From an optimization exercise on the open Yosys and OpenROAD flow, aimed at small area; shortcuts taken in it are not production practice. Where RTL was checked, it was by simulation tests only, not by an equivalence proof against the original. No functional check of the RTL was part of runs 2 and 3. No driver is modelled on the clock port, so clocking that relies on it looks cheaper here than on a real chip. Power and IR drop assume default switching activity.

<file path="flow/flow/run.sh">
#!/bin/bash
# Own layout flow: the standard ORFS flow with the standard synthesis unchanged, and:
# * port buffers of the smallest buffer (buf_1) instead of the resizer's default choice;
# * timing-driven placement keeps no resizer buffers (GPL_KEEP_OVERFLOW=0);
# * a clock tree of clkbuf_4/clkbuf_8 cells without dummy loads.
# Each step's full output goes to the ORFS logs (orfs/logs/...) and to flow_orfs.log here.
set -euo pipefail
CTS="-sink_clustering_enable -repair_clock_nets -dont_use_dummy_load -root_buf sky130_fd_sc_hd__clkbuf_8 -buf_list sky130_fd_sc_hd__clkbuf_4"
bash standard.sh "CTS_ARGS=$CTS" "BUFFER_PORTS_ARGS=-buffer_cell sky130_fd_sc_hd__buf_1" GPL_KEEP_OVERFLOW=0 finish > flow_orfs.log 2>&1
</file>
<file path="flow/standard.sh">
#!/bin/bash
# synth_recipe.tcl (not shown) runs the flow's synth.tcl, then flattens the netlist and writes it again
# the make line also repeats each setting of config.mk as NAME=value (left out here)
make -C /OpenROAD-flow-scripts/flow DESIGN_CONFIG=/design/flow/config.mk WORK_HOME=/design/flow/orfs CLKGATE_MAP_FILE= SYNTH_SCRIPT=/design/flow/synth_recipe.tcl "${@:-finish}"
</file>
<file path="flow/config.mk">
export PLATFORM = sky130hd
export DESIGN_NAME = timer_mary89
export DESIGN_NICKNAME = timer_mary89
export VERILOG_FILES = /design/flow/design.v
export SDC_FILE = /design/flow/constraint.sdc
export NUM_CORES = 4
export LEC_CHECK = 0
export CAP_MARGIN = 20
export CORE_MARGIN = 2
export CORE_UTILIZATION = 40
export SLEW_MARGIN = 20
</file>
<file path="flow/constraint.sdc">
create_clock -name core_clock -period 5.0 [get_ports {clock}]
set_input_delay 1.0000 -clock core_clock [delete_from_list [all_inputs] [get_ports {clock}]]
set_output_delay 1.0000 -clock core_clock [all_outputs]
set_load 0.01 [all_outputs]
</file>
<file path="flow/design.v">
module timer_mary89(clock, reset, adjust, start_stop, mode, d5, d4, d3, d2, d1, d0);
	input        clock, reset, adjust, start_stop, mode;
	output [3:0] d5, d4, d3, d2, d1, d0;
	reg [4:0] state;
	reg [5:0] tick;      
	reg [4:0] flash;     
	reg       h;         
	reg [3:0] c0; reg [2:0] c1; reg [3:0] c2; reg [2:0] c3; reg [1:0] c4; reg c5;
	reg [3:0] k0; reg [2:0] k1; reg [3:0] k2; reg [2:0] k3; reg [1:0] k4; reg k5;
	reg [3:0] a0; reg [2:0] a1; reg a2;
	reg [3:0] al0, al1, al2; reg [2:0] al4;
	wire click = tick[4] & ~tick[2] & ~tick[1] & ~tick[0];
	always @(posedge clock or negedge reset)
		if (!reset) tick <= 6'd49;
		else tick <= {tick[4:0], tick[5] ^ tick[4] ^ click};
	wire fl = ~flash[3] & ~flash[1] & ~flash[0];
	always @(posedge clock or negedge reset)
		if (!reset) flash <= 5'd9;
		else flash <= {flash[3:0], flash[4] ^ flash[2] ^ fl};
	wire st0  = (~state[0] & ~state[1] & ~state[2] & ~state[3] & ~state[4]);
	wire st3  = (state[0] & state[1] & ~state[2] & ~state[3] & ~state[4]);
	wire st4  = (~state[0] & ~state[1] & state[2] & ~state[3]);
	wire st6  = (~state[0] & state[1] & state[2] & ~state[3]);
	wire st7  = (state[0] & state[1] & state[2] & ~state[3]);
	wire st14 = (~state[0] & state[1] & state[2] & state[3]);
	wire st16 = (~state[0] & ~state[1] & state[4]);
	wire st17 = (state[0] & ~state[1] & state[4]);
	wire st18 = (~state[0] & state[1] & state[4]);
	always @(posedge clock or negedge reset)
		if (!reset) state <= 5'd0;
		else begin
			state[0] <= (state[0] & state[3] & ~start_stop) | (state[0] & state[4] & ~start_stop) | (state[0] & state[1] & state[2] & ~state[3] & ~adjust) | (~state[0] & state[1] & ~state[2] & start_stop) | (state[0] & ~state[1] & ~state[2] & state[3]) | (state[0] & ~state[1] & state[4]) | (state[0] & ~state[1] & ~state[3] & ~mode) | (~state[0] & ~state[1] & state[2] & mode) | (~state[0] & ~state[1] & ~state[2] & ~state[3] & ~state[4]) | (~state[1] & state[4] & adjust) | (~state[0] & state[2] & state[3] & mode) | (~state[0] & state[1] & ~state[2] & ~state[3] & mode) | (state[0] & state[1] & ~adjust & ~start_stop);
			state[1] <= (~state[0] & state[1] & ~state[2] & ~state[3] & ~mode) | (state[0] & ~state[1] & ~state[2] & mode) | (~state[0] & ~state[2] & state[3] & ~adjust & start_stop) | (~state[0] & state[1] & ~state[2] & ~state[4] & start_stop) | (~state[1] & state[2] & ~state[3] & start_stop & ~mode) | (state[0] & state[1] & state[4]) | (state[0] & state[1] & state[3] & ~start_stop) | (~state[0] & state[1] & state[2] & state[3]) | (state[1] & state[2] & ~state[3] & ~adjust) | (state[0] & ~state[1] & state[2] & state[3] & start_stop) | (state[1] & state[3] & ~adjust & ~start_stop) | (state[1] & ~state[3] & ~adjust & ~mode) | (state[0] & ~state[1] & ~state[2] & state[3] & adjust) | (state[1] & ~state[3] & ~state[4] & ~adjust & start_stop);
			state[2] <= (~state[1] & state[2]) | (~state[0] & ~state[1] & state[3] & adjust) | (state[2] & state[3] & ~start_stop) | (state[2] & ~state[3] & ~adjust) | (state[0] & state[1] & ~state[2] & state[3] & start_stop) | (~state[0] & state[2] & state[3]);
			state[3] <= (state[1] & state[3] & ~start_stop) | (state[0] & state[1] & ~state[2] & ~state[4] & mode) | (~state[0] & state[3] & ~adjust & ~start_stop) | (~state[0] & state[1] & state[4] & mode) | (state[0] & state[1] & ~state[2] & ~state[4] & start_stop) | (~state[0] & state[2] & state[3]) | (~state[1] & state[2] & state[3]) | (state[1] & state[2] & ~state[3] & adjust) | (state[0] & ~state[1] & state[3] & ~mode) | (state[0] & state[1] & ~state[3] & ~state[4] & adjust);
			state[4] <= (~state[0] & ~state[1] & ~state[2] & state[3] & ~adjust & start_stop) | (state[4] & ~mode) | (state[0] & state[1] & state[2] & state[3] & start_stop) | (~state[0] & ~state[1] & state[4]) | (state[0] & state[1] & state[4]);
		end
	always @(posedge clock)
		if (st0) h <= 1'b0;
		else if (fl) h <= ~h;
	wire [3:0] hv = {h, 1'b0, h, h};
	wire c0w = (c0 == 4'd9), c1w = (c1 == 3'd5), c2w = (c2 == 4'd9), c3w = (c3 == 3'd5), c4w = (c4 == 2'd2);
	always @(posedge clock) begin
		if (st0) begin
			c0 <= 4'd0; c1 <= 3'd0; c2 <= 4'd0; c3 <= 3'd0; c4 <= 2'd2; c5 <= 1'b1;
		end else if (click) begin
			c0 <= c0w ? 4'd0 : c0 + 4'd1;
			if (c0w) begin
				c1 <= c1w ? 3'd0 : c1 + 3'd1;
				if (c1w) begin
					c2 <= c2w ? 4'd0 : c2 + 4'd1;
					if (c2w) begin
						c3 <= c3w ? 3'd0 : c3 + 3'd1;
						if (c3w) begin
							c4 <= c4w ? 2'd0 : c4 + 2'd1;
							if (c4w) c5 <= ~c5;
						end
					end
				end
			end
		end
	end
	wire k0w = (k0 == 4'd9), k1w = (k1 == 3'd5), k2w = (k2 == 4'd9), k3w = (k3 == 3'd5), k4w = (k4 == 2'd2);
	wire run  = st17 & click;
	wire inc2 = (st14 & start_stop) | (run & k0w & k1w);
	wire inc4 = (st16 & start_stop) | (run & k0w & k1w & k2w & k3w);
	always @(posedge clock) begin
		if (st0) begin
			k0 <= 4'd0; k1 <= 3'd0; k2 <= 4'd0; k3 <= 3'd0; k4 <= 2'd2; k5 <= 1'b1;
		end else begin
			if (run) k0 <= k0w ? 4'd0 : k0 + 4'd1;
			if (run & k0w) k1 <= k1w ? 3'd0 : k1 + 3'd1;
			if (inc2) k2 <= k2w ? 4'd0 : k2 + 4'd1;
			if (inc2 & k2w) k3 <= k3w ? 3'd0 : k3 + 3'd1;
			if (inc4) k4 <= k4w ? 2'd0 : k4 + 2'd1;
			if (inc4 & k4w) k5 <= ~k5;
		end
	end
	always @(posedge clock) begin
		if (st0) begin
			a0 <= 4'd0; a1 <= 3'd0; a2 <= 1'b1;
		end else if (st3 & click) begin
			a2 <= 1'b0;
			a0 <= (a0 == 4'd0) ? 4'd9 : a0 - 4'd1;
			if (a0 == 4'd0) a1 <= (a1 == 3'd0) ? 3'd5 : a1 - 3'd1;
		end
	end
	wire al0z = (al0 == 4'd0), al1z = (al1 == 4'd0), al2z = (al2 == 4'd0);
	always @(posedge clock) begin
		if (st0) begin
			al0 <= 4'd0; al1 <= 4'd0; al2 <= 4'd1; al4 <= 3'd0;
		end else begin
			if (st4 & fl) al4 <= (al4 == 3'd0) ? 3'd3 : 3'd0;
			if (st6 & start_stop) al4 <= al4 + 3'd1;
			if (st7 & start_stop) al2 <= al2z ? 4'd9 : al2 + 4'd1;
			if (st18) begin
				if (al0z & al1z & al2z) begin
					al0 <= hv; al1 <= hv; al2 <= hv;
				end else if (click) begin
					al0 <= al0z ? 4'd9 : al0 - 4'd1;
					if (al0z) begin
						al1 <= al1z ? 4'd5 : al1 - 4'd1;
						if (al1z) al2 <= al2z ? 4'd9 : al2 - 4'd1;
					end
				end
			end
		end
	end
	assign d0[0] = (k0[0] & ((state[0] & ~state[1] & ~state[2] & ~state[3]) | (~state[0] & ~state[1] & state[2] & state[3]))) | (a0[0] & ((~state[0] & state[1] & ~state[2] & state[3]) | (state[0] & state[1] & ~state[2] & ~state[3] & ~state[4]))) | (al0[0] & ((state[1] & state[4]) | (state[2] & ~state[3]) | (~state[0] & ~state[1] & ~state[2] & state[3]))) | (c0[0] & ((~state[0] & ~state[1] & state[4]) | (state[0] & ~state[1] & state[3]) | (state[1] & state[2] & state[3]))) | (h & ((state[0] & state[1] & ~state[2] & state[3])));
	assign d0[1] = (k0[1] & ((state[0] & ~state[1] & ~state[2] & ~state[3]) | (~state[0] & ~state[1] & state[2] & state[3]))) | (a0[1] & ((~state[0] & state[1] & ~state[2] & state[3]) | (state[0] & state[1] & ~state[2] & ~state[3] & ~state[4]))) | (al0[1] & ((state[1] & state[4]) | (state[2] & ~state[3]) | (~state[0] & ~state[1] & ~state[2] & state[3]))) | (c0[1] & ((~state[0] & ~state[1] & state[4]) | (state[0] & ~state[1] & state[3]) | (state[1] & state[2] & state[3]))) | (h & ((state[0] & state[1] & ~state[2] & state[3])));
	assign d0[2] = (k0[2] & ((state[0] & ~state[1] & ~state[2] & ~state[3]) | (~state[0] & ~state[1] & state[2] & state[3]))) | (a0[2] & ((~state[0] & state[1] & ~state[2] & state[3]) | (state[0] & state[1] & ~state[2] & ~state[3] & ~state[4]))) | (al0[2] & ((state[1] & state[4]) | (state[2] & ~state[3]) | (~state[0] & ~state[1] & ~state[2] & state[3]))) | (c0[2] & ((~state[0] & ~state[1] & state[4]) | (state[0] & ~state[1] & state[3]) | (state[1] & state[2] & state[3])));
	assign d0[3] = ((~state[0] & ~state[1] & ~state[2] & ~state[3] & ~state[4])) | (k0[3] & ((state[0] & ~state[1] & ~state[2] & ~state[3]) | (~state[0] & ~state[1] & state[2] & state[3]))) | (a0[3] & ((~state[0] & state[1] & ~state[2] & state[3]) | (state[0] & state[1] & ~state[2] & ~state[3] & ~state[4]))) | (al0[3] & ((state[1] & state[4]) | (state[2] & ~state[3]) | (~state[0] & ~state[1] & ~state[2] & state[3]))) | (c0[3] & ((~state[0] & ~state[1] & state[4]) | (state[0] & ~state[1] & state[3]) | (state[1] & state[2] & state[3]))) | (h & ((state[0] & state[1] & ~state[2] & state[3])));
	assign d1[0] = (k1[0] & ((state[0] & ~state[1] & ~state[2] & ~state[3]) | (~state[0] & ~state[1] & state[2] & state[3]))) | (a1[0] & ((~state[0] & state[1] & ~state[2] & state[3]) | (state[0] & state[1] & ~state[2] & ~state[3] & ~state[4]))) | (al1[0] & ((state[1] & state[4]) | (state[2] & ~state[3]) | (~state[0] & ~state[1] & ~state[2] & state[3]))) | (c1[0] & ((~state[0] & ~state[1] & state[4]) | (state[0] & ~state[1] & state[3]) | (state[1] & state[2] & state[3]))) | (h & ((state[0] & state[1] & ~state[2] & state[3])));
	assign d1[1] = (k1[1] & ((state[0] & ~state[1] & ~state[2] & ~state[3]) | (~state[0] & ~state[1] & state[2] & state[3]))) | (a1[1] & ((~state[0] & state[1] & ~state[2] & state[3]) | (state[0] & state[1] & ~state[2] & ~state[3] & ~state[4]))) | (al1[1] & ((state[1] & state[4]) | (state[2] & ~state[3]) | (~state[0] & ~state[1] & ~state[2] & state[3]))) | (c1[1] & ((~state[0] & ~state[1] & state[4]) | (state[0] & ~state[1] & state[3]) | (state[1] & state[2] & state[3]))) | (h & ((state[0] & state[1] & ~state[2] & state[3])));
	assign d1[2] = (k1[2] & ((state[0] & ~state[1] & ~state[2] & ~state[3]) | (~state[0] & ~state[1] & state[2] & state[3]))) | (a1[2] & ((~state[0] & state[1] & ~state[2] & state[3]) | (state[0] & state[1] & ~state[2] & ~state[3] & ~state[4]))) | (al1[2] & ((state[1] & state[4]) | (state[2] & ~state[3]) | (~state[0] & ~state[1] & ~state[2] & state[3]))) | (c1[2] & ((~state[0] & ~state[1] & state[4]) | (state[0] & ~state[1] & state[3]) | (state[1] & state[2] & state[3])));
	assign d1[3] = ((~state[0] & ~state[1] & ~state[2] & ~state[3] & ~state[4])) | (al1[3] & ((state[1] & state[4]) | (state[2] & ~state[3]) | (~state[0] & ~state[1] & ~state[2] & state[3]))) | (h & ((state[0] & state[1] & ~state[2] & state[3])));
	assign d2[0] = (k2[0] & ((state[0] & ~state[1] & ~state[2] & ~state[3]) | (~state[0] & state[1] & state[2] & state[3]))) | ((~state[0] & state[1] & ~state[2] & ~state[3] & ~state[4])) | (a2 & ((~state[0] & state[1] & ~state[2] & state[3]) | (state[0] & state[1] & ~state[2] & ~state[3] & ~state[4]))) | (al2[0] & ((state[1] & state[4]) | (~state[0] & ~state[1] & ~state[2] & state[3]) | (~state[0] & state[2] & ~state[3]) | (state[1] & state[2] & ~state[3]))) | (h & ((state[0] & ~state[1] & state[2]))) | (c2[0] & ((~state[0] & ~state[1] & state[4]) | (state[0] & ~state[2] & state[3]) | (~state[0] & ~state[1] & state[2] & state[3]) | (state[0] & state[1] & state[3])));
	assign d2[1] = (k2[1] & ((state[0] & ~state[1] & ~state[2] & ~state[3]) | (~state[0] & state[1] & state[2] & state[3]))) | (al2[1] & ((state[1] & state[4]) | (~state[0] & ~state[1] & ~state[2] & state[3]) | (~state[0] & state[2] & ~state[3]) | (state[1] & state[2] & ~state[3]))) | (h & ((state[0] & ~state[1] & state[2]))) | (c2[1] & ((~state[0] & ~state[1] & state[4]) | (state[0] & ~state[2] & state[3]) | (~state[0] & ~state[1] & state[2] & state[3]) | (state[0] & state[1] & state[3])));
	assign d2[2] = (k2[2] & ((state[0] & ~state[1] & ~state[2] & ~state[3]) | (~state[0] & state[1] & state[2] & state[3]))) | (al2[2] & ((state[1] & state[4]) | (~state[0] & ~state[1] & ~state[2] & state[3]) | (~state[0] & state[2] & ~state[3]) | (state[1] & state[2] & ~state[3]))) | (c2[2] & ((~state[0] & ~state[1] & state[4]) | (state[0] & ~state[2] & state[3]) | (~state[0] & ~state[1] & state[2] & state[3]) | (state[0] & state[1] & state[3])));
	assign d2[3] = ((~state[0] & ~state[1] & ~state[2] & ~state[3] & ~state[4])) | (k2[3] & ((state[0] & ~state[1] & ~state[2] & ~state[3]) | (~state[0] & state[1] & state[2] & state[3]))) | (al2[3] & ((state[1] & state[4]) | (~state[0] & ~state[1] & ~state[2] & state[3]) | (~state[0] & state[2] & ~state[3]) | (state[1] & state[2] & ~state[3]))) | (h & ((state[0] & ~state[1] & state[2]))) | (c2[3] & ((~state[0] & ~state[1] & state[4]) | (state[0] & ~state[2] & state[3]) | (~state[0] & ~state[1] & state[2] & state[3]) | (state[0] & state[1] & state[3])));
	assign d3[0] = ((~state[0] & ~state[1] & ~state[2] & ~state[3] & ~state[4])) | (k3[0] & ((state[0] & ~state[1] & ~state[2] & ~state[3]) | (~state[0] & state[1] & state[2] & state[3]))) | (h & ((state[0] & ~state[1] & state[2]))) | (c3[0] & ((~state[0] & ~state[1] & state[4]) | (state[0] & ~state[2] & state[3]) | (~state[0] & ~state[1] & state[2] & state[3]) | (state[0] & state[1] & state[3])));
	assign d3[1] = ((~state[0] & ~state[1] & ~state[2] & ~state[3] & ~state[4])) | (k3[1] & ((state[0] & ~state[1] & ~state[2] & ~state[3]) | (~state[0] & state[1] & state[2] & state[3]))) | (h & ((state[0] & ~state[1] & state[2]))) | (c3[1] & ((~state[0] & ~state[1] & state[4]) | (state[0] & ~state[2] & state[3]) | (~state[0] & ~state[1] & state[2] & state[3]) | (state[0] & state[1] & state[3])));
	assign d3[2] = (k3[2] & ((state[0] & ~state[1] & ~state[2] & ~state[3]) | (~state[0] & state[1] & state[2] & state[3]))) | (c3[2] & ((~state[0] & ~state[1] & state[4]) | (state[0] & ~state[2] & state[3]) | (~state[0] & ~state[1] & state[2] & state[3]) | (state[0] & state[1] & state[3])));
	assign d3[3] = (h & ((state[0] & ~state[1] & state[2])));
	assign d4[0] = ((~state[0] & ~state[1] & ~state[2] & ~state[3] & ~state[4])) | (k4[0] & ((state[0] & ~state[1] & ~state[2] & ~state[3]))) | (h & ((~state[0] & ~state[1] & state[2] & ~state[3]) | (state[0] & state[1] & state[2] & state[3]))) | (al4[0] & ((~state[0] & state[1] & state[2] & ~state[3]))) | (c4[0] & ((~state[0] & ~state[1] & state[4]) | (state[0] & ~state[2] & state[3]) | (~state[0] & state[2] & state[3]) | (~state[1] & state[2] & state[3])));
	assign d4[1] = ((~state[0] & ~state[1] & ~state[2] & ~state[3] & ~state[4])) | (k4[1] & ((state[0] & ~state[1] & ~state[2] & ~state[3]))) | (h & ((~state[0] & ~state[1] & state[2] & ~state[3]) | (state[0] & state[1] & state[2] & state[3]))) | (al4[1] & ((~state[0] & state[1] & state[2] & ~state[3]))) | (c4[1] & ((~state[0] & ~state[1] & state[4]) | (state[0] & ~state[2] & state[3]) | (~state[0] & state[2] & state[3]) | (~state[1] & state[2] & state[3])));
	assign d4[2] = (al4[2] & ((~state[0] & state[1] & state[2] & ~state[3])));
	assign d4[3] = ((~state[0] & ~state[1] & ~state[2] & ~state[3] & ~state[4])) | (h & ((~state[0] & ~state[1] & state[2] & ~state[3]) | (state[0] & state[1] & state[2] & state[3]))) | ((|al4) & ((~state[0] & state[1] & state[2] & ~state[3])));
	assign d5[0] = ((~state[0] & ~state[1] & ~state[2] & ~state[3] & ~state[4])) | (k5 & ((state[0] & ~state[1] & ~state[2] & ~state[3]))) | (c5 & ((~state[0] & ~state[1] & state[4]) | (state[0] & ~state[2] & state[3]) | (~state[0] & state[2] & state[3]) | (~state[1] & state[2] & state[3]))) | (h & ((state[0] & state[1] & state[2] & state[3])));
	assign d5[1] = ((state[1] & ~state[3]) | (state[2] & ~state[3]) | (~state[0] & ~state[2] & ~state[4])) | (h & ((state[0] & state[1] & state[2] & state[3])));
	assign d5[2] = 1'b0;
	assign d5[3] = ((state[1] & ~state[3]) | (state[2] & ~state[3]) | (~state[0] & ~state[2] & ~state[4])) | (h & ((state[0] & state[1] & state[2] & state[3])));
endmodule
</file>
==> reports/metrics.cfg, run 1 <==
[floorplan]
ios = 29
core-area_sq_um = 10700
dieArea_sq_um = 11700
die_y_um = 108
die_width_um = 108
num_rows = 38
start_util = 0.406

[timing]
finalWorstSetupSlack_ns = 0.935
rsz0062_at_grt = false
max_freq_ghz = 0.246
tightest_slew_ns = 0.994
relSlewSlack = 0.337
hold_viol_final = 0
finalMaxSlewViolations = 0
finClkSkew_ns = 0.0279
setup_viol = 0
post-route-period-util = 0.813
period_needed_ns = 4.06
finalSetupTns_ns = 0

[critical_path]
startpoint_type = register
crit_type = reg2out
required_ns = 4.00
ff2ff_setup_slack_ns = 1.55
endpoint_kind = output port
reg2reg_depth = 5
r2r_end = c5
reg2reg_from = tick[4]
path_max_fanout = 34
worstPathArrival_ns = 3.06

[detailed_routing]
ant_nets = 0
wl_per_cell_um = 16.1
drc = 0
routed_via_density = 5.87
wirelength_um = 11200
via_count = 4068
drt_first_pass_iters = 7
drt_iter0_drc = 435

[grt]
grt_pass1_vias = 3792
grt-ovfl-total = 0
grtUsageTotal = 0.201
antenna_found_initial = 0
grt_pass1_wl_um = 18700
grt_max_degree = 35

[yosys]
synthAdderAreaFrac = 0.0144
synth_top_family_by_area = simple AND/OR/NAND/NOR gates
synth_nets = 563
ys_warn_count = 1
synth_top_area_share = 0.266
synth-async-reset-ratio = 0.216
synth_common_cells = nor2_1 (63), nand2_1 (59), dfxtp_1 (58)
synth_area_leader_cell = dfxtp_1
synth_area_per_cell_sq_um = 7.88
synth.area.mux_share = 0.0161
synth_xor_area_frac = 0.0342
ys_ff_latch = 74
synth_area_leaders = dfxtp_1 (27%), dfrtp_1 (6.3%), nor2_1 (5.4%), nand2_1 (5.1%), a21oi_1 (4.1%)
yosys.area_share.simple = 0.288
synth_compound_area_frac = 0.238
yosysMostFrequentCell = nor2_1
syn_area_sq_um = 4360
synth-edff-count = 0
yosysUniqueCellTypes = 67
synthCells = 553
synth-main-ff-cell = dfxtp_1
seq_area_frac_synth = 0.360

[clocking]
hold_buffers = 0
cts_root_buf = clkbuf_8
htreeDepth = 3
clkTransAtPathRegs_ns = 0.07
cts_tree = built
clock_latency_ns = 0.36
cts_buffers = 9
ctsResizeCount = 0
clockBufferDepth = 2
cts.sinks = 74
post_cts_buffers = 0

[power_and_ir_drop]
power_density_nw_per_um2 = 466
ir_drop_mv = 0.222
leakage_nw = 1.72

[hold_path]
min_to = tick[4]
hp-class = reg2reg
hp-start = tick[3]
hold_depth = 0

[placed_design]
dp.cells = 684
place_ws_ns = 1.41
place_congestion = 0.901
hpwl_um = 7850
place_area_sq_um = 4520
port_buffers = 27

[outcome]
status = no timing/DRC/antenna violations

[final_layout]
drive_gt1_frac = 0.0470
fin_nets = 565
final.fill_count = 1100
stdcell_area_sq_um = 4640
syn_to_final_growth_pct = 6.52
final_cells = 693
antennaDiodeCount = 0

[flow_run]
maxCapViolCount = 0

cell families after synthesis:
| kind of cell | after synthesis |
|---|---|
| other | 1 |
| adder cells (fa/ha/maj) | 5 |
| flip-flops | 74 |
| AO/OA/AOI/OAI | 157 |
| multiplexers | 7 |
| AND/OR/NAND/NOR | 238 |
| XOR/XNOR | 17 |
| buffers and inverters | 54 |
cell type report:
type,count,area [sq um],area share
inverters,17,63.8,0.0137
repair buffers,28,129,0.0278
multi-input cells,425,2580,0.556
well taps,140,175,0.0377
flip-flops and latches,74,1570,0.338
clock buffers,9,124,0.0267
metrics by stage:
| stage | utilization | total power [mW] | hold slack [ns] |
|---|---|---|---|
| after floorplan | - | 1.53 | 0.333 |
| after global placement | 0.417 | 1.76 | 0.333 |
| after detailed placement | 0.420 | 1.80 | 0.352 |
| after CTS | 0.432 | 2.16 | 0.361 |
| after global routing | 0.432 | 2.34 | 0.363 |
| final | 0.432 | 2.16 | 0.360 |
power breakdown:
group / internal (mW) / switching [mW] / leakage [nW]
Sequential: 0.655 / 0.218 / 0.667
Combinational: 0.353 / 0.576 / 0.991
Clock: 0.161 / 0.201 / 0.0647
critical path: stages (launching register included):
cell and delay [ns]:
dfrtp_1 1.00, nor2_1 0.24, a221o_1 0.50, a21boi_0 0.26, a221oi_1 0.48, nand2_1 0.09, buf_1 0.14
state kept, by name, indices dropped and copies added, names as in the netlist, 4 cells and up:
name	flops
tick	6
flash	5
state	5
a0	4
al0	4
al1	4
al2	4
c0	4
c2	4
k0	4
k2	4
routing by layer:
metal  global-route usage  vias up  wire (um)
li1                     -     2006          -
met1                0.280     1917       5320
met2                0.307      125       5140
met3               0.0362       20        533
met4               0.0797        0        193
met5                    0        -          0
cells in the final DEF, fill, tap and decap left out, drive strengths merged, types with 8 or more instances in the layout:
cell,count
a21oi,36
a221oi,8
a22oi,12
a31oi,8
buf,28
clkbuf,9
dfrtp,11
dfxtp,58
inv,16
nand2,59
nand2b,9
nand3,16
nor2,63
nor2b,14
nor3,13
nor3b,10
nor4,8
o21ai,38
o31ai,11
or3,9
xnor2,10
how the worst max path moves through the flow:
stage	cells after the start	from	slack [ns]	end
after global routing	6	state[1]	0.72	d2[0]
after global placement	5	state[3]	0.66	d4[3]
after detailed placement	6	state[0]	1.41	d2[0]
after CTS	6	state[0]	1.00	d2[0]
after floorplan	6	state[0]	2.12	d5[3]
final	6	state[1]	0.94	d2[0]
==> run 2, diff against run 1 <==
--- a/flow/design.v
+++ b/flow/design.v
@@ -39,20 +39,120 @@
 		if (st0) h <= 1'b0;
 		else if (fl) h <= ~h;
 	wire [3:0] hv = {h, 1'b0, h, h};
-	wire c0w = (c0 == 4'd9), c1w = (c1 == 3'd5), c2w = (c2 == 4'd9), c3w = (c3 == 3'd5), c4w = (c4 == 2'd2);
+	wire c0w;
+	assign c0w = (c0[0] & c0[3]);
+	wire [3:0] c0i;
+	assign c0i[0] = (~c0[0]);
+	assign c0i[1] = (c0[0] & ~c0[1] & ~c0[3]) | (~c0[0] & c0[1]);
+	assign c0i[2] = (c0[0] & c0[1] & ~c0[2]) | (~c0[1] & c0[2]) | (~c0[0] & c0[2]);
+	assign c0i[3] = (~c0[0] & c0[3]) | (c0[0] & c0[1] & c0[2]);
+	wire c1w;
+	assign c1w = (c1[0] & c1[2]);
+	wire [2:0] c1i;
+	assign c1i[0] = (~c1[0]);
+	assign c1i[1] = (c1[0] & ~c1[1] & ~c1[2]) | (~c1[0] & c1[1]);
+	assign c1i[2] = (c1[0] & c1[1]) | (~c1[0] & c1[2]);
+	wire c2w;
+	assign c2w = (c2[0] & c2[3]);
+	wire [3:0] c2i;
+	assign c2i[0] = (~c2[0]);
+	assign c2i[1] = (c2[0] & ~c2[1] & ~c2[3]) | (~c2[0] & c2[1]);
+	assign c2i[2] = (c2[0] & c2[1] & ~c2[2]) | (~c2[1] & c2[2]) | (~c2[0] & c2[2]);
+	assign c2i[3] = (~c2[0] & c2[3]) | (c2[0] & c2[1] & c2[2]);
+	wire c3w;
+	assign c3w = (c3[0] & c3[2]);
+	wire [2:0] c3i;
+	assign c3i[0] = (~c3[0]);
+	assign c3i[1] = (c3[0] & ~c3[1] & ~c3[2]) | (~c3[0] & c3[1]);
+	assign c3i[2] = (c3[0] & c3[1]) | (~c3[0] & c3[2]);
+	wire c4w;
+	assign c4w = (c4[1]);
+	wire [1:0] c4i;
+	assign c4i[0] = (~c4[0] & ~c4[1]);
+	assign c4i[1] = (c4[0]);
+	wire k0w;
+	assign k0w = (k0[0] & k0[3]);
+	wire [3:0] k0i;
+	assign k0i[0] = (~k0[0]);
+	assign k0i[1] = (k0[0] & ~k0[1] & ~k0[3]) | (~k0[0] & k0[1]);
+	assign k0i[2] = (k0[0] & k0[1] & ~k0[2]) | (~k0[1] & k0[2]) | (~k0[0] & k0[2]);
+	assign k0i[3] = (~k0[0] & k0[3]) | (k0[0] & k0[1] & k0[2]);
+	wire k1w;
+	assign k1w = (k1[0] & k1[2]);
+	wire [2:0] k1i;
+	assign k1i[0] = (~k1[0]);
+	assign k1i[1] = (k1[0] & ~k1[1] & ~k1[2]) | (~k1[0] & k1[1]);
+	assign k1i[2] = (k1[0] & k1[1]) | (~k1[0] & k1[2]);
+	wire k2w;
+	assign k2w = (k2[0] & k2[3]);
+	wire [3:0] k2i;
+	assign k2i[0] = (~k2[0]);
+	assign k2i[1] = (k2[0] & ~k2[1] & ~k2[3]) | (~k2[0] & k2[1]);
+	assign k2i[2] = (k2[0] & k2[1] & ~k2[2]) | (~k2[1] & k2[2]) | (~k2[0] & k2[2]);
+	assign k2i[3] = (~k2[0] & k2[3]) | (k2[0] & k2[1] & k2[2]);
+	wire k3w;
+	assign k3w = (k3[0] & k3[2]);
+	wire [2:0] k3i;
+	assign k3i[0] = (~k3[0]);
+	assign k3i[1] = (k3[0] & ~k3[1] & ~k3[2]) | (~k3[0] & k3[1]);
+	assign k3i[2] = (k3[0] & k3[1]) | (~k3[0] & k3[2]);
+	wire k4w;
+	assign k4w = (k4[1]);
+	wire [1:0] k4i;
+	assign k4i[0] = (~k4[0] & ~k4[1]);
+	assign k4i[1] = (k4[0]);
+	wire a0z;
+	assign a0z = (~a0[0] & ~a0[1] & ~a0[2] & ~a0[3]);
+	wire [3:0] a0d;
+	assign a0d[0] = (~a0[0]);
+	assign a0d[1] = (~a0[0] & a0[3]) | (a0[0] & a0[1]) | (~a0[0] & ~a0[1] & a0[2]);
+	assign a0d[2] = (~a0[0] & a0[3]) | (a0[0] & a0[2]) | (a0[1] & a0[2]);
+	assign a0d[3] = (~a0[0] & ~a0[1] & ~a0[2] & ~a0[3]) | (a0[0] & a0[3]);
+	wire a1z;
+	assign a1z = (~a1[0] & ~a1[1] & ~a1[2]);
+	wire [2:0] a1d;
+	assign a1d[0] = (~a1[0]);
+	assign a1d[1] = (a1[0] & a1[1]) | (~a1[0] & a1[2]);
+	assign a1d[2] = (~a1[0] & ~a1[1] & ~a1[2]) | (a1[0] & a1[2]);
+	wire al0z;
+	assign al0z = (~al0[0] & ~al0[1] & ~al0[2] & ~al0[3]);
+	wire [3:0] al0d;
+	assign al0d[0] = (~al0[0]);
+	assign al0d[1] = (al0[0] & al0[1]) | (~al0[0] & ~al0[1] & al0[3]) | (~al0[0] & ~al0[1] & al0[2]);
+	assign al0d[2] = (~al0[0] & ~al0[1] & al0[3]) | (al0[0] & al0[2]) | (al0[1] & al0[2]);
+	assign al0d[3] = (~al0[0] & ~al0[1] & ~al0[2] & ~al0[3]) | (al0[0] & al0[3]) | (al0[1] & al0[3]);
+	wire al1z;
+	assign al1z = (~al1[0] & ~al1[1] & ~al1[2] & ~al1[3]);
+	wire [3:0] al1d;
+	assign al1d[0] = (~al1[0]);
+	assign al1d[1] = (al1[0] & al1[1]) | (~al1[0] & ~al1[1] & al1[3]) | (~al1[0] & ~al1[1] & al1[2]);
+	assign al1d[2] = (~al1[0] & ~al1[1] & ~al1[2]) | (al1[0] & al1[2]) | (al1[1] & al1[2]);
+	assign al1d[3] = (al1[0] & al1[3]) | (al1[1] & al1[3]);
+	wire al2z;
+	assign al2z = (~al2[0] & ~al2[1] & ~al2[2] & ~al2[3]);
+	wire [3:0] al2d;
+	assign al2d[0] = (~al2[0]);
+	assign al2d[1] = (al2[0] & al2[1]) | (~al2[0] & ~al2[1] & al2[3]) | (~al2[0] & ~al2[1] & al2[2]);
+	assign al2d[2] = (al2[0] & al2[2]) | (~al2[0] & ~al2[1] & ~al2[2] & al2[3]) | (al2[1] & al2[2]);
+	assign al2d[3] = (~al2[0] & ~al2[1] & ~al2[2] & ~al2[3]) | (al2[0] & al2[3]) | (al2[1] & al2[3]) | (al2[2] & al2[3]);
+	wire [3:0] al2u;
+	assign al2u[0] = (~al2[0]);
+	assign al2u[1] = (al2[0] & ~al2[1]) | (~al2[0] & al2[1]);
+	assign al2u[2] = (al2[0] & al2[1] & ~al2[2]) | (~al2[1] & al2[2]) | (~al2[0] & al2[2]);
+	assign al2u[3] = (~al2[0] & ~al2[1] & ~al2[2]) | (al2[0] & al2[1] & al2[2] & ~al2[3]) | (~al2[2] & al2[3]) | (~al2[1] & al2[3]) | (~al2[0] & al2[3]);
 	always @(posedge clock) begin
 		if (st0) begin
 			c0 <= 4'd0; c1 <= 3'd0; c2 <= 4'd0; c3 <= 3'd0; c4 <= 2'd2; c5 <= 1'b1;
 		end else if (click) begin
-			c0 <= c0w ? 4'd0 : c0 + 4'd1;
+			c0 <= c0i;
 			if (c0w) begin
-				c1 <= c1w ? 3'd0 : c1 + 3'd1;
+				c1 <= c1i;
 				if (c1w) begin
-					c2 <= c2w ? 4'd0 : c2 + 4'd1;
+					c2 <= c2i;
 					if (c2w) begin
-						c3 <= c3w ? 3'd0 : c3 + 3'd1;
+						c3 <= c3i;
 						if (c3w) begin
-							c4 <= c4w ? 2'd0 : c4 + 2'd1;
+							c4 <= c4i;
 							if (c4w) c5 <= ~c5;
 						end
 					end
@@ -60,7 +160,6 @@
 			end
 		end
 	end
-	wire k0w = (k0 == 4'd9), k1w = (k1 == 3'd5), k2w = (k2 == 4'd9), k3w = (k3 == 3'd5), k4w = (k4 == 2'd2);
 	wire run  = st17 & click;
 	wire inc2 = (st14 & start_stop) | (run & k0w & k1w);
 	wire inc4 = (st16 & start_stop) | (run & k0w & k1w & k2w & k3w);
@@ -68,11 +167,11 @@
 		if (st0) begin
 			k0 <= 4'd0; k1 <= 3'd0; k2 <= 4'd0; k3 <= 3'd0; k4 <= 2'd2; k5 <= 1'b1;
 		end else begin
-			if (run) k0 <= k0w ? 4'd0 : k0 + 4'd1;
-			if (run & k0w) k1 <= k1w ? 3'd0 : k1 + 3'd1;
-			if (inc2) k2 <= k2w ? 4'd0 : k2 + 4'd1;
-			if (inc2 & k2w) k3 <= k3w ? 3'd0 : k3 + 3'd1;
-			if (inc4) k4 <= k4w ? 2'd0 : k4 + 2'd1;
+			if (run) k0 <= k0i;
+			if (run & k0w) k1 <= k1i;
+			if (inc2) k2 <= k2i;
+			if (inc2 & k2w) k3 <= k3i;
+			if (inc4) k4 <= k4i;
 			if (inc4 & k4w) k5 <= ~k5;
 		end
 	end
@@ -81,26 +180,25 @@
 			a0 <= 4'd0; a1 <= 3'd0; a2 <= 1'b1;
 		end else if (st3 & click) begin
 			a2 <= 1'b0;
-			a0 <= (a0 == 4'd0) ? 4'd9 : a0 - 4'd1;
-			if (a0 == 4'd0) a1 <= (a1 == 3'd0) ? 3'd5 : a1 - 3'd1;
-		end
-	end
-	wire al0z = (al0 == 4'd0), al1z = (al1 == 4'd0), al2z = (al2 == 4'd0);
+			a0 <= a0d;
+			if (a0z) a1 <= a1d;
+		end
+	end
 	always @(posedge clock) begin
 		if (st0) begin
 			al0 <= 4'd0; al1 <= 4'd0; al2 <= 4'd1; al4 <= 3'd0;
 		end else begin
 			if (st4 & fl) al4 <= (al4 == 3'd0) ? 3'd3 : 3'd0;
 			if (st6 & start_stop) al4 <= al4 + 3'd1;
-			if (st7 & start_stop) al2 <= al2z ? 4'd9 : al2 + 4'd1;
+			if (st7 & start_stop) al2 <= al2u;
 			if (st18) begin
 				if (al0z & al1z & al2z) begin
 					al0 <= hv; al1 <= hv; al2 <= hv;
 				end else if (click) begin
-					al0 <= al0z ? 4'd9 : al0 - 4'd1;
+					al0 <= al0d;
 					if (al0z) begin
-						al1 <= al1z ? 4'd5 : al1 - 4'd1;
-						if (al1z) al2 <= al2z ? 4'd9 : al2 - 4'd1;
+						al1 <= al1d;
+						if (al1z) al2 <= al2d;
 					end
 				end
 			end
==> flow/flow/run.sh (replaced) <==
#!/bin/bash
# Own layout flow: the standard ORFS flow with the standard synthesis unchanged, and:
# * port buffers of the smallest buffer (buf_1) instead of the resizer's default choice;
# * timing-driven placement keeps no resizer buffers (GPL_KEEP_OVERFLOW=0);
# * the clock tree built by hand before CTS (flow/man_cts.tcl): the flip-flops split by
#   position into 3 clusters, each driven by one clkbuf_8 fed from the clock port;
#   TritonCTS skips those nets. Every register gets the same one-buffer clock path.
# Each step's full output goes to the ORFS logs (orfs/logs/...) and to flow_orfs.log here.
set -euo pipefail
here=$(pwd)
CTS="-sink_clustering_enable -repair_clock_nets -dont_use_dummy_load -buf_list sky130_fd_sc_hd__clkbuf_8"
bash standard.sh "CTS_ARGS=$CTS" "PRE_CTS_TCL=$here/flow/man_cts.tcl" \
  "BUFFER_PORTS_ARGS=-buffer_cell sky130_fd_sc_hd__buf_1" GPL_KEEP_OVERFLOW=0 MAN_CTS_N=4 MAN_CTS_BUF=sky130_fd_sc_hd__clkbuf_8 finish > flow_orfs.log 2>&1
==> flow/flow/man_cts.tcl (new file) <==
# manual clock tree: cluster the flip-flops by position into N groups, one clock buffer each
proc manual_clock_tree {nclus bufcell} {
  set block [ord::get_db_block]
  set clknet [$block findNet clock]
  set sinks {}
  foreach it [$clknet getITerms] {
    set inst [$it getInst]
    lappend sinks [list $it [lindex [$inst getLocation] 0] [lindex [$inst getLocation] 1]]
  }
  # sort by x then split into columns: simple k-means on x,y
  set n [llength $sinks]
  # init centers along x-sorted order
  set sorted [lsort -integer -index 1 $sinks]
  set centers {}
  for {set c 0} {$c < $nclus} {incr c} {
    set s [lindex $sorted [expr {int(($c + 0.5) * $n / $nclus)}]]
    lappend centers [list [lindex $s 1] [lindex $s 2]]
  }
  for {set iter 0} {$iter < 20} {incr iter} {
    set assign {}
    foreach s $sinks {
      set best 0; set bd 1e18
      for {set c 0} {$c < $nclus} {incr c} {
        set dx [expr {[lindex $s 1] - [lindex [lindex $centers $c] 0]}]
        set dy [expr {[lindex $s 2] - [lindex [lindex $centers $c] 1]}]
        set d [expr {abs($dx) + abs($dy)}]
        if {$d < $bd} {set bd $d; set best $c}
      }
      lappend assign $best
    }
    set newc {}
    for {set c 0} {$c < $nclus} {incr c} {
      set sx 0; set sy 0; set k 0
      foreach s $sinks a $assign { if {$a == $c} { set sx [expr {$sx + [lindex $s 1]}]; set sy [expr {$sy + [lindex $s 2]}]; incr k } }
      if {$k > 0} { lappend newc [list [expr {$sx / $k}] [expr {$sy / $k}]] } else { lappend newc [lindex $centers $c] }
    }
    set centers $newc
  }
  set master [[ord::get_db] findMaster $bufcell]
  for {set c 0} {$c < $nclus} {incr c} {
    set inst [odb::dbInst_create $block $master "clkbuf_man_$c"]
    set net [odb::dbNet_create $block "clknet_man_$c"]
    $net setSigType CLOCK
    [$inst findITerm A] connect $clknet
    [$inst findITerm X] connect $net
    $inst setLocation [expr {int([lindex [lindex $centers $c] 0])}] [expr {int([lindex [lindex $centers $c] 1])}]
    $inst setPlacementStatus PLACED
    set k 0
    foreach s $sinks a $assign { if {$a == $c} { set it [lindex $s 0]; $it disconnect; $it connect $net; incr k } }
    puts "clock cluster $c: $k sinks"
  }
}
# Build the clock tree by hand: NCL clusters of flip-flops, one clock buffer each, driven
# straight from the clock port. TritonCTS is then told to skip these nets.
set ncl 3
set bufc sky130_fd_sc_hd__clkbuf_8
if {[info exists ::env(MAN_CTS_N)]} { set ncl $::env(MAN_CTS_N) }
if {[info exists ::env(MAN_CTS_BUF)]} { set bufc $::env(MAN_CTS_BUF) }
manual_clock_tree $ncl $bufc
set skip {clock}
for {set c 0} {$c < $ncl} {incr c} { lappend skip clknet_man_$c }
set_cts_config -skip_nets $skip
set_propagated_clock [all_clocks]
--- a/flow/config.mk
+++ b/flow/config.mk
@@ -7,5 +7,5 @@
 export LEC_CHECK = 0
 export CAP_MARGIN = 20
 export CORE_MARGIN = 2
-export CORE_UTILIZATION = 40
+export CORE_UTILIZATION = 65
 export SLEW_MARGIN = 20
==> reports/metrics.cfg, run 2 <==
[yosys]
synth-edff-count = 0
synth_top_area_share = 0.281
synth_nets = 530
yosysUniqueCellTypes = 69
ys_warn_count = 1
synth-async-reset-ratio = 0.216
ys_ff_latch = 74
synthCells = 521
yosysMostFrequentCell = nand2_1
synth_common_cells = nand2_1 (64), nor2_1 (63), dfxtp_1 (58)
synth_area_leader_cell = dfxtp_1
synth_area_per_cell_sq_um = 7.92
synth_area_leaders = dfxtp_1 (28%), dfrtp_1 (6.7%), nand2_1 (5.8%), nor2_1 (5.7%), a21oi_1 (3.9%)
seq_area_frac_synth = 0.380
syn_area_sq_um = 4130
synth-main-ff-cell = dfxtp_1

[critical_path]
startpoint_type = register
slowest_delay_ns = 0.87
required_ns = 4.00
endpoint_kind = output port
crit_type = reg2out
critPathLaunch = state[2]
worstPathArrival_ns = 2.80
reg2reg_from = state[0]
path_max_fanout = 26
crit_slowest_cell = dfrtp_1
path_cells = clkinv_1 -> mux2_2 -> nor2_1 -> a222oi_1 -> nand4_1 -> buf_1
reg2reg_depth = 4

[timing]
max_freq_ghz = 0.263
finClkSkew_ns = 0.0432
finalMaxSlewViolations = 0
period_needed_ns = 3.80
setup_viol = 0
relSlewSlack = 0.359
tightest_slew_ns = 0.959
rsz0062_at_grt = false
post-route-period-util = 0.760
hold_viol_final = 0
whs_ns = 0.365
finalSetupTns_ns = 0

[grt]
grt_pass1_wl_um = 16900
grt_max_degree = 34
grt_pass1_vias = 3445
grtUsageTotal = 0.282
antenna_found_initial = 0
grt-ovfl-total = 0

[floorplan]
ios = 29
dieArea_sq_um = 7000
num_rows = 29
die_y_um = 83.7
core-area_sq_um = 6240
start_util = 0.661
die_width_um = 83.7

[flow_run]
maxCapViolCount = 0

[final_layout]
largest_register_ffs = 6
largest-register = tick
final.fill_count = 538
layout_commonest_cell = nand2_1
drive_gt1_frac = 0.0571
syn_to_final_growth_pct = 4.61
fin_util = 0.691
top_regs = tick x6, flash x5, state x5
final_cell_mix = nand2_1 (64), nor2_1 (63), dfxtp_1 (58), a21oi_1 (32), o21ai_0 (28)
antennaDiodeCount = 0
fin_nets = 536

[outcome]
status = no timing/DRC/antenna violations

[power_and_ir_drop]
p_total_mw = 2.19
net-switching-power_mw = 1.02
netSwitchingFraction = 0.467
clkPwrFrac = 0.098
leakage_nw = 1.68
ir_drop_mv = 0.399
power_density_nw_per_um2 = 507
comb_power_share = 0.473
p_int_mw = 1.17
p_seq_frac = 0.429

[detailed_routing]
routed_via_density = 6.32
drc = 0
ant_nets = 0
drt_first_pass_iters = 5
drt_iter0_drc = 374
wirelength_um = 9950
wl_per_cell_um = 16.5
via_count = 3805

[placed_design]
place_congestion = 0.927
port_buffers = 27
hpwl_um = 7200

[hold_path]
hold_depth = 0
hp-class = reg2reg
hp-start = tick[3]

[clocking]
hold_buffers = 0
clkTransAtPathRegs_ns = 0.12
clock_latency_ns = 0.17
post_cts_buffers = 0
ctsResizeCount = 0

run 2: layout make-up:
class | instances | area [sq um] | area share
inverters | 17 | 63.8 | 0.0148
repair buffers | 31 | 159 | 0.0368
well taps | 77 | 96.3 | 0.0223
multi-input cells | 399 | 2370 | 0.550
plain buffers | 4 | 55.1 | 0.0128
flip-flops and latches | 74 | 1570 | 0.363
run 2: stage by stage:
step | instances | cell area (sq um) | worst slack (ns)
final | 602 | 4320 | 1.20
after global routing | 602 | 4320 | 1.00
after CTS | 602 | 4320 | 1.24
after detailed placement | 598 | 4260 | 1.46
after global placement | 594 | 4190 | 0.455
after floorplan | 521 | 4130 | 2.15
run 2: kinds of logic (layout without fill, tap and decap cells):
| group | count (synthesis) | after routing | synth area share |
|---|---|---|---|
| flip-flops | 74 | 74 | 0.380 |
| other | 1 | 1 | 0.000909 |
| AO/OA/AOI/OAI | 124 | 124 | 0.200 |
| AND/OR/NAND/NOR | 235 | 235 | 0.279 |
| adder cells (fa/ha/maj) | 4 | 4 | 0.0121 |
| buffers and inverters | 48 | 52 | 0.0476 |
| multiplexers | 13 | 13 | 0.0328 |
| XOR/XNOR | 22 | 22 | 0.0467 |
run 2: power by group through the flow:
stage | sequential, mW | clock, mW | combinational (mW)
floorplan | 0.766 | 0 | 0.901
global placement | 0.939 | 0 | 0.975
detailed placement | 0.945 | 0 | 1.02
CTS | 0.931 | 0.223 | 1.02
global route | 0.962 | 0.240 | 1.15
finish | 0.940 | 0.214 | 1.04
run 2: worst max-delay path: cells and delay by family (launching register included):
| kind | cells | cell delay (ns) |
|---|---|---|
| AND/OR/NAND/NOR | 2 | 0.55 |
| AO/OA/AOI/OAI | 1 | 0.19 |
| multiplexers | 1 | 0.37 |
| flip-flops | 1 | 0.87 |
| buffers and inverters | 2 | 0.64 |
run 2: final timing paths:
| kind | end | slack [ns] |
|---|---|---|
| max in group asynchronous | tick[1] | 3.66 |
| max | d0[3] | 1.20 |
| min reg2reg | tick[4] | 0.37 |
| min in group asynchronous | flash[1] | 0.86 |
| max reg2reg | al2[2] | 2.44 |
| min | tick[4] | 0.37 |
run 2: routing by layer:
metal	up-vias	global-route usage	part of all wire
met2	135	0.452	0.46
met4	0	0.0587	0.020
met3	14	0.0237	0.060
met5	-	0	0
met1	1777	0.418	0.46
li1	1879	-	-
==> run 3, diff against run 2 <==
--- a/flow/flow/run.sh
+++ b/flow/flow/run.sh
@@ -10,4 +10,4 @@
 here=$(pwd)
 CTS="-sink_clustering_enable -repair_clock_nets -dont_use_dummy_load -buf_list sky130_fd_sc_hd__clkbuf_8"
 bash standard.sh "CTS_ARGS=$CTS" "PRE_CTS_TCL=$here/flow/man_cts.tcl" \
-  "BUFFER_PORTS_ARGS=-buffer_cell sky130_fd_sc_hd__buf_1" GPL_KEEP_OVERFLOW=0 MAN_CTS_N=4 MAN_CTS_BUF=sky130_fd_sc_hd__clkbuf_8 finish > flow_orfs.log 2>&1
+  "BUFFER_PORTS_ARGS=-buffer_cell sky130_fd_sc_hd__buf_1" GPL_KEEP_OVERFLOW=0 MAN_CTS_N=3 MAN_CTS_BUF=sky130_fd_sc_hd__clkbuf_16 finish > flow_orfs.log 2>&1
==> flow/flow/man_cts.tcl (replaced) <==
# Clock tree built by hand before CTS: the flip-flops are split by position into NCL groups
# of equal size (alternate median cuts in x and y), each group driven by one clock buffer
# placed at its centre and fed straight from the clock port. TritonCTS then skips these nets.
proc split_groups {items n axis} {
  if {$n <= 1} { return [list $items] }
  set idx [expr {$axis == 0 ? 1 : 2}]
  set sorted [lsort -integer -index $idx $items]
  set n1 [expr {$n / 2}]
  set k [expr {int(round([llength $sorted] * double($n1) / $n))}]
  set a [lrange $sorted 0 [expr {$k - 1}]]
  set b [lrange $sorted $k end]
  return [concat [split_groups $a $n1 [expr {1 - $axis}]] [split_groups $b [expr {$n - $n1}] [expr {1 - $axis}]]]
}

proc manual_clock_tree {nclus bufcell} {
  set block [ord::get_db_block]
  set clknet [$block findNet clock]
  set sinks {}
  set xmin 1e18; set xmax -1e18; set ymin 1e18; set ymax -1e18
  foreach it [$clknet getITerms] {
    set inst [$it getInst]
    set bb [$inst getBBox]
    set x [expr {([$bb xMin] + [$bb xMax]) / 2}]
    set y [expr {([$bb yMin] + [$bb yMax]) / 2}]
    lappend sinks [list $it $x $y]
    set xmin [expr {min($xmin, $x)}]; set xmax [expr {max($xmax, $x)}]
    set ymin [expr {min($ymin, $y)}]; set ymax [expr {max($ymax, $y)}]
  }
  set axis [expr {($xmax - $xmin) >= ($ymax - $ymin) ? 0 : 1}]
  set groups [split_groups $sinks $nclus $axis]
  set master [[ord::get_db] findMaster $bufcell]
  set c 0
  foreach g $groups {
    set inst [odb::dbInst_create $block $master "clkbuf_man_$c"]
    set net [odb::dbNet_create $block "clknet_man_$c"]
    $net setSigType CLOCK
    [$inst findITerm A] connect $clknet
    [$inst findITerm X] connect $net
    set sx 0; set sy 0
    foreach s $g {
      set it [lindex $s 0]
      $it disconnect
      $it connect $net
      set sx [expr {$sx + [lindex $s 1]}]; set sy [expr {$sy + [lindex $s 2]}]
    }
    set k [llength $g]
    $inst setLocation [expr {int($sx / $k)}] [expr {int($sy / $k)}]
    $inst setPlacementStatus PLACED
    puts "clock group $c: $k flip-flops, buffer at [expr {$sx / $k / 1000.0}] [expr {$sy / $k / 1000.0}] um"
    incr c
  }
}

set ncl 4
set bufc sky130_fd_sc_hd__clkbuf_8
if {[info exists ::env(MAN_CTS_N)]} { set ncl $::env(MAN_CTS_N) }
if {[info exists ::env(MAN_CTS_BUF)]} { set bufc $::env(MAN_CTS_BUF) }
manual_clock_tree $ncl $bufc
set skip {clock}
for {set c 0} {$c < $ncl} {incr c} { lappend skip clknet_man_$c }
set_cts_config -skip_nets $skip
set_propagated_clock [all_clocks]
--- a/flow/config.mk
+++ b/flow/config.mk
@@ -7,5 +7,5 @@
 export LEC_CHECK = 0
 export CAP_MARGIN = 20
 export CORE_MARGIN = 2
-export CORE_UTILIZATION = 65
+export CORE_UTILIZATION = 70
 export SLEW_MARGIN = 20
==> reports/metrics.cfg, run 3 <==
[critical_path]
ff2ff_setup_slack_ns = 2.41
crit_type = reg2out
r2r_end = k3[1]
required_ns = 4.00
critPathLaunch = state[0]
crit_end = d4[3]
reg2reg_depth = 6
reg2reg_from = state[1]
endpoint_kind = output port
worstPathArrival_ns = 2.82
path_max_fanout = 33
startpoint_type = register

[detailed_routing]
wl_per_cell_um = 17.2
wirelength_um = 10300
drc = 0
ant_nets = 0
drt_iter0_drc = 533
drt_first_pass_iters = 5
via_count = 3983
routed_via_density = 6.68

[yosys]
yosysUniqueCellTypes = 69
synth_common_cells = nand2_1 (64), nor2_1 (63), dfxtp_1 (58)
synth_area_leaders = dfxtp_1 (28%), dfrtp_1 (6.7%), nand2_1 (5.8%), nor2_1 (5.7%), a21oi_1 (3.9%)
synth_top_family_by_area = simple AND/OR/NAND/NOR gates
synth_compound_area_frac = 0.200
synth-async-reset-ratio = 0.216
synth_area_leader_cell = dfxtp_1
synth_area_per_cell_sq_um = 7.92
ys_warn_count = 1
synth-edff-count = 0
synth_xor_area_frac = 0.0467
yosys.area_share.simple = 0.279
syn_area_sq_um = 4130
seq_area_frac_synth = 0.380
synth_nets = 530
synthCells = 521
synth-main-ff-cell = dfxtp_1
ys_ff_latch = 74
yosysMostFrequentCell = nand2_1
synth.area.mux_share = 0.0328
synth_top_area_share = 0.281
synthAdderAreaFrac = 0.0121

[grt]
grt_pass1_vias = 3561
grt_pass1_wl_um = 16800
grtUsageTotal = 0.319
antenna_found_initial = 0
grt-ovfl-total = 0
grt_max_degree = 34

[final_layout]
fin_util = 0.770
stdcell_area_sq_um = 4320
syn_to_final_growth_pct = 4.67
largest_register_ffs = 6
final_cell_mix = nand2_1 (64), nor2_1 (63), dfxtp_1 (58), a21oi_1 (32), o21ai_0 (28)
antennaDiodeCount = 0
final_cells = 596
largest-register = tick
fin_nets = 535
layout_commonest_cell = nand2_1
drive_gt1_frac = 0.0553
top_regs = tick x6, flash x5, state x5
final.fill_count = 423

[outcome]
status = no timing/DRC/antenna violations

[floorplan]
start_util = 0.736
num_rows = 27
ios = 29
die_y_um = 80.8
core-area_sq_um = 5610
die_width_um = 80.8
dieArea_sq_um = 6520

[timing]
finalMaxSlewViolations = 0
period_needed_ns = 3.82
finalSetupTns_ns = 0
max_freq_ghz = 0.262
relSlewSlack = 0.377
rsz0062_at_grt = false
setup_viol = 0
tightest_slew_ns = 0.934
post-route-period-util = 0.764
whs_ns = 0.364
hold_viol_final = 0
finClkSkew_ns = 0.00963
finalWorstSetupSlack_ns = 1.18

[clocking]
clkTransAtPathRegs_ns = 0.10
post_cts_buffers = 0
hold_buffers = 0
clock_latency_ns = 0.16
ctsResizeCount = 0

[placed_design]
place_area_sq_um = 4240
place_congestion = 0.978
dp.cells = 593
hpwl_um = 7480
place_ws_ns = 1.46
port_buffers = 27

[flow_run]
maxCapViolCount = 0

[power_and_ir_drop]
p_total_mw = 2.23
ir_drop_mv = 0.361
leakage_nw = 1.69
power_density_nw_per_um2 = 517

[hold_path]
hp-class = reg2reg

## run 3: cells by family after synthesis
logic type / Yosys count
simple gates: 235
compound gates: 124
flops: 74
buf+inv: 48
xor+xnor: 22
mux: 13
fa+ha+maj: 4
other cells: 1
## run 3: report_power, final
part / leakage, nW / total, mW / internal (mW) / switching (mW)
logic: 0.985 / 1.03 / 0.401 / 0.628
registers: 0.666 / 0.946 / 0.685 / 0.261
clock network: 0.0370 / 0.259 / 0.110 / 0.149
## run 3: per-layer routing
layer	global-route usage	share of wire	vias to the layer above	routed length (um)
met4	0.0441	0.015	0	151
met3	0.0244	0.080	18	823
met1	0.464	0.44	1856	4480
li1	-	-	1884	-
met2	0.539	0.47	225	4810
met5	0	0	-	0
## run 3: worst min-delay path by stage
stage                     startpoint       to  cells past startpoint
after CTS                    tick[3]  tick[4]                      0
after detailed placement     tick[3]  tick[4]                      0
after global placement       tick[3]  tick[4]                      0
after global routing         tick[3]  tick[4]                      0
after floorplan              tick[3]  tick[4]                      0
final                        tick[3]  tick[4]                      0
## run 3: critical path: stages, from the launching register on
cell     delay [ns]
dfrtp_1        0.97
nor2_1         0.16
nand3_1        0.68
o21ai_0        0.33
or2_2          0.38
buf_1          0.13
## run 3: layout make-up
class / count / area (sq um) / share of cell area
buffer: 3 / 75.1 / 0.0174
inverter: 17 / 63.8 / 0.0148
multi-input combinational: 399 / 2370 / 0.550
sequential: 74 / 1570 / 0.363
tap: 72 / 90.1 / 0.0209
timing repair buffer: 31 / 148 / 0.0342
==> run 4, diff against run 3 <==
--- a/flow/design.v
+++ b/flow/design.v
@@ -9,14 +9,14 @@
 	reg [3:0] k0; reg [2:0] k1; reg [3:0] k2; reg [2:0] k3; reg [1:0] k4; reg k5;
 	reg [3:0] a0; reg [2:0] a1; reg a2;
 	reg [3:0] al0, al1, al2; reg [2:0] al4;
-	wire click = tick[4] & ~tick[2] & ~tick[1] & ~tick[0];
+	wire click = ~tick[5] & ~tick[4] & ~tick[2] & ~tick[0];
 	always @(posedge clock or negedge reset)
-		if (!reset) tick <= 6'd49;
-		else tick <= {tick[4:0], tick[5] ^ tick[4] ^ click};
+		if (!reset) tick <= 6'd16;
+		else tick <= {tick[4:3], tick[2], tick[1] & ~click, tick[0], tick[5] ^ tick[0]};
 	wire fl = ~flash[3] & ~flash[1] & ~flash[0];
 	always @(posedge clock or negedge reset)
-		if (!reset) flash <= 5'd9;
-		else flash <= {flash[3:0], flash[4] ^ flash[2] ^ fl};
+		if (!reset) flash <= 5'd1;
+		else flash <= {flash[3], flash[2] & ~fl, flash[1:0], flash[4] ^ flash[1]};
 	wire st0  = (~state[0] & ~state[1] & ~state[2] & ~state[3] & ~state[4]);
 	wire st3  = (state[0] & state[1] & ~state[2] & ~state[3] & ~state[4]);
 	wire st4  = (~state[0] & ~state[1] & state[2] & ~state[3]);
--- a/flow/flow/run.sh
+++ b/flow/flow/run.sh
@@ -3,7 +3,7 @@
 # * port buffers of the smallest buffer (buf_1) instead of the resizer's default choice;
 # * timing-driven placement keeps no resizer buffers (GPL_KEEP_OVERFLOW=0);
 # * the clock tree built by hand before CTS (flow/man_cts.tcl): the flip-flops split by
-#   position into 3 clusters, each driven by one clkbuf_8 fed from the clock port;
+#   position into 3 equal groups, each driven by one clkbuf_16 fed from the clock port;
 #   TritonCTS skips those nets. Every register gets the same one-buffer clock path.
 # Each step's full output goes to the ORFS logs (orfs/logs/...) and to flow_orfs.log here.
 set -euo pipefail
==> reports/metrics.cfg, run 4 <==
[yosys]
synth_area_per_cell_sq_um = 8.03
ys_warn_count = 1
synth_area_leader_cell = dfxtp_1
yosysMostFrequentCell = nor2_1
synth-main-ff-cell = dfxtp_1
syn_area_sq_um = 4070
synth-async-reset-ratio = 0.216
synthCells = 507
yosysUniqueCellTypes = 61
synth_common_cells = nor2_1 (60), dfxtp_1 (58), nand2_1 (47)
synth-edff-count = 0
seq_area_frac_synth = 0.384
synth_top_area_share = 0.285
synth_area_leaders = dfxtp_1 (29%), dfrtp_1 (8.6%), nor2_1 (5.5%), nand2_1 (4.3%), a21oi_1 (4.2%)
ys_ff_latch = 74
synth_nets = 516

[detailed_routing]
drt_iter0_drc = 372
ant_nets = 0
drc = 0
via_count = 3794
wl_per_cell_um = 16.7
wirelength_um = 9620
routed_via_density = 6.58
drt_first_pass_iters = 5

[placed_design]
port_buffers = 27
place_congestion = 0.958
place_area_sq_um = 4160
hpwl_um = 6810
place_ws_ns = 1.48
dp.cells = 574

[final_layout]
top_regs = tick x6, flash x5, state x5
largest_register_ffs = 6
final_cells = 577
antennaDiodeCount = 0
final_cell_mix = nor2_1 (60), dfxtp_1 (58), nand2_1 (47), a21oi_1 (34), o21ai_0 (34)
drive_gt1_frac = 0.0317
largest-register = tick
syn_to_final_growth_pct = 4.00
fin_util = 0.760
layout_commonest_cell = nor2_1
fin_nets = 516
stdcell_area_sq_um = 4230

[timing]
whs_ns = 0.374
max_freq_ghz = 0.263
period_needed_ns = 3.80
setup_viol = 0
post-route-period-util = 0.760
finalWorstSetupSlack_ns = 1.20
finalSetupTns_ns = 0
finalMaxSlewViolations = 0
hold_viol_final = 0
rsz0062_at_grt = false
relSlewSlack = 0.371
finClkSkew_ns = 0.00911
tightest_slew_ns = 0.943

[flow_run]
maxCapViolCount = 0

[clocking]
ctsResizeCount = 0
post_cts_buffers = 0
hold_buffers = 0
clock_latency_ns = 0.16
clkTransAtPathRegs_ns = 0.10

[floorplan]
die_width_um = 80.3
die_y_um = 80.3
num_rows = 27
dieArea_sq_um = 6440
core-area_sq_um = 5570
start_util = 0.730
ios = 29

[power_and_ir_drop]
ir_drop_mv = 0.483
leakage_nw = 1.66
power_density_nw_per_um2 = 580
p_total_mw = 2.46

[critical_path]
path_max_fanout = 37
endpoint_kind = output port
crit_type = reg2out
startpoint_type = register
worstPathArrival_ns = 2.80
required_ns = 4.00

[grt]
antenna_found_initial = 0
grt_max_degree = 38
grt-ovfl-total = 0
grtUsageTotal = 0.301
grt_pass1_vias = 3380
grt_pass1_wl_um = 15900

[hold_path]
hp-class = reg2reg

[outcome]
status = no timing/DRC/antenna violations

[run 4: changes by cell type after synthesis, moves of 4 or more]
| cell | previous run | this run |
|---|---|---|
| a221o_1 | 2 | 16 |
| a222oi_1 | 6 | 2 |
| a22oi_1 | 14 | 4 |
| mux2i_1 | 9 | 15 |
| nand2_1 | 64 | 47 |
| nand3_1 | 27 | 20 |
| nand4_1 | 7 | 2 |
| nor2b_1 | 8 | 14 |
| o21ai_0 | 28 | 34 |
[run 4: area by class of cell]
class	count	area, sq um
Buffer	3	75.1
Tap cell	72	90.1
Timing Repair Buffer	29	126
Inverter	16	60.1
Fill cell	421	1340
Sequential cell	74	1560
Multi-Input combinational cell	383	2320
[run 4: kinds of logic (layout without fill, tap and decap cells)]
| group | after synthesis | after routing | synth area share |
|---|---|---|---|
| DFF | 74 | 74 | 0.384 |
| AOI/OAI and AO/OA | 137 | 137 | 0.228 |
| and+or+nand+nor | 208 | 208 | 0.250 |
| muxes | 17 | 17 | 0.0424 |
| other | 1 | 1 | 0.000921 |
| adders and majority gates | 4 | 4 | 0.0123 |
| xor gates and xnor gates | 16 | 16 | 0.0344 |
| buffers and inverters | 50 | 48 | 0.0482 |
[run 4: final timing paths]
kind	slack, ns	depth (start not counted)	endpoint	from
min reg2reg	0.37	0	tick[4]	tick[3]
min	0.37	0	tick[4]	tick[3]
max reg2reg	1.90	5	a1[2]	state[0]
min in group asynchronous	0.89	1	state[3]	reset
max in group asynchronous	3.61	1	tick[1]	reset
max	1.20	7	d0[3]	state[1]
[run 4: per-layer routing]
layer	part of all wire	global-route usage	routed length, um
met5	0	0	0
met2	0.48	0.513	4620
met1	0.45	0.432	4340
met4	0.014	0.0525	131
met3	0.055	0.0135	525
[run 4: power by group]
group	internal [mW]	switching (mW)	leakage [nW]
combinational	0.472	0.673	0.941
clock	0.110	0.148	0.0370
sequential	0.744	0.310	0.682
[run 4: worst max-delay path, cell delays in order (launching register included)]
cell and delay (ns):
dfrtp_1 0.97, nor2_1 0.29, and2_2 0.38, buf_12 0.21, a211oi_1 0.28, nand2_1 0.08
a221o_1 0.26, buf_1 0.13

-- what the ideal ports hide --
How much do the figures lean on ideal ports? The routed layouts below were timed once more, with nothing changed but the port constraints. Step 1 (the two cells are an assumption about what drives the block):
set clk [get_ports {clock}]
set_driving_cell -lib_cell sky130_fd_sc_hd__clkbuf_16 $clk
set_driving_cell -lib_cell sky130_fd_sc_hd__buf_2 [delete_from_list [all_inputs] $clk]
Step 2 adds t to the input delays and takes it off the output delays; t is the mean of the earliest and latest rising clock arrival at the registers after step 1. Input paths then give back, and output paths get back, about the clock's delay inside the block. Three values: ideal, step 1, step 2; two values: the first two.
| run | shift t [ns] | slack for setup (ns) | worst hold slack (ns) | worst data-port slew with drivers (ns) |
|---|---|---|---|---|
| run 1 | 0.377 | 0.935 / 0.900 / 1.277 | 0.360 / 0.360 / 0.360 | 0.03 |
| run 2 | 0.214 | 1.200 / 1.138 / 1.352 | 0.365 / 0.365 / 0.365 | 0.03 |
| run 3 | 0.218 | 1.181 / 1.119 / 1.337 | 0.364 / 0.364 / 0.364 | 0.03 |
| run 4 | 0.223 | 1.199 / 1.134 / 1.357 | 0.374 / 0.374 / 0.374 | 0.03 |
After both steps setup and hold are still met in every run listed.
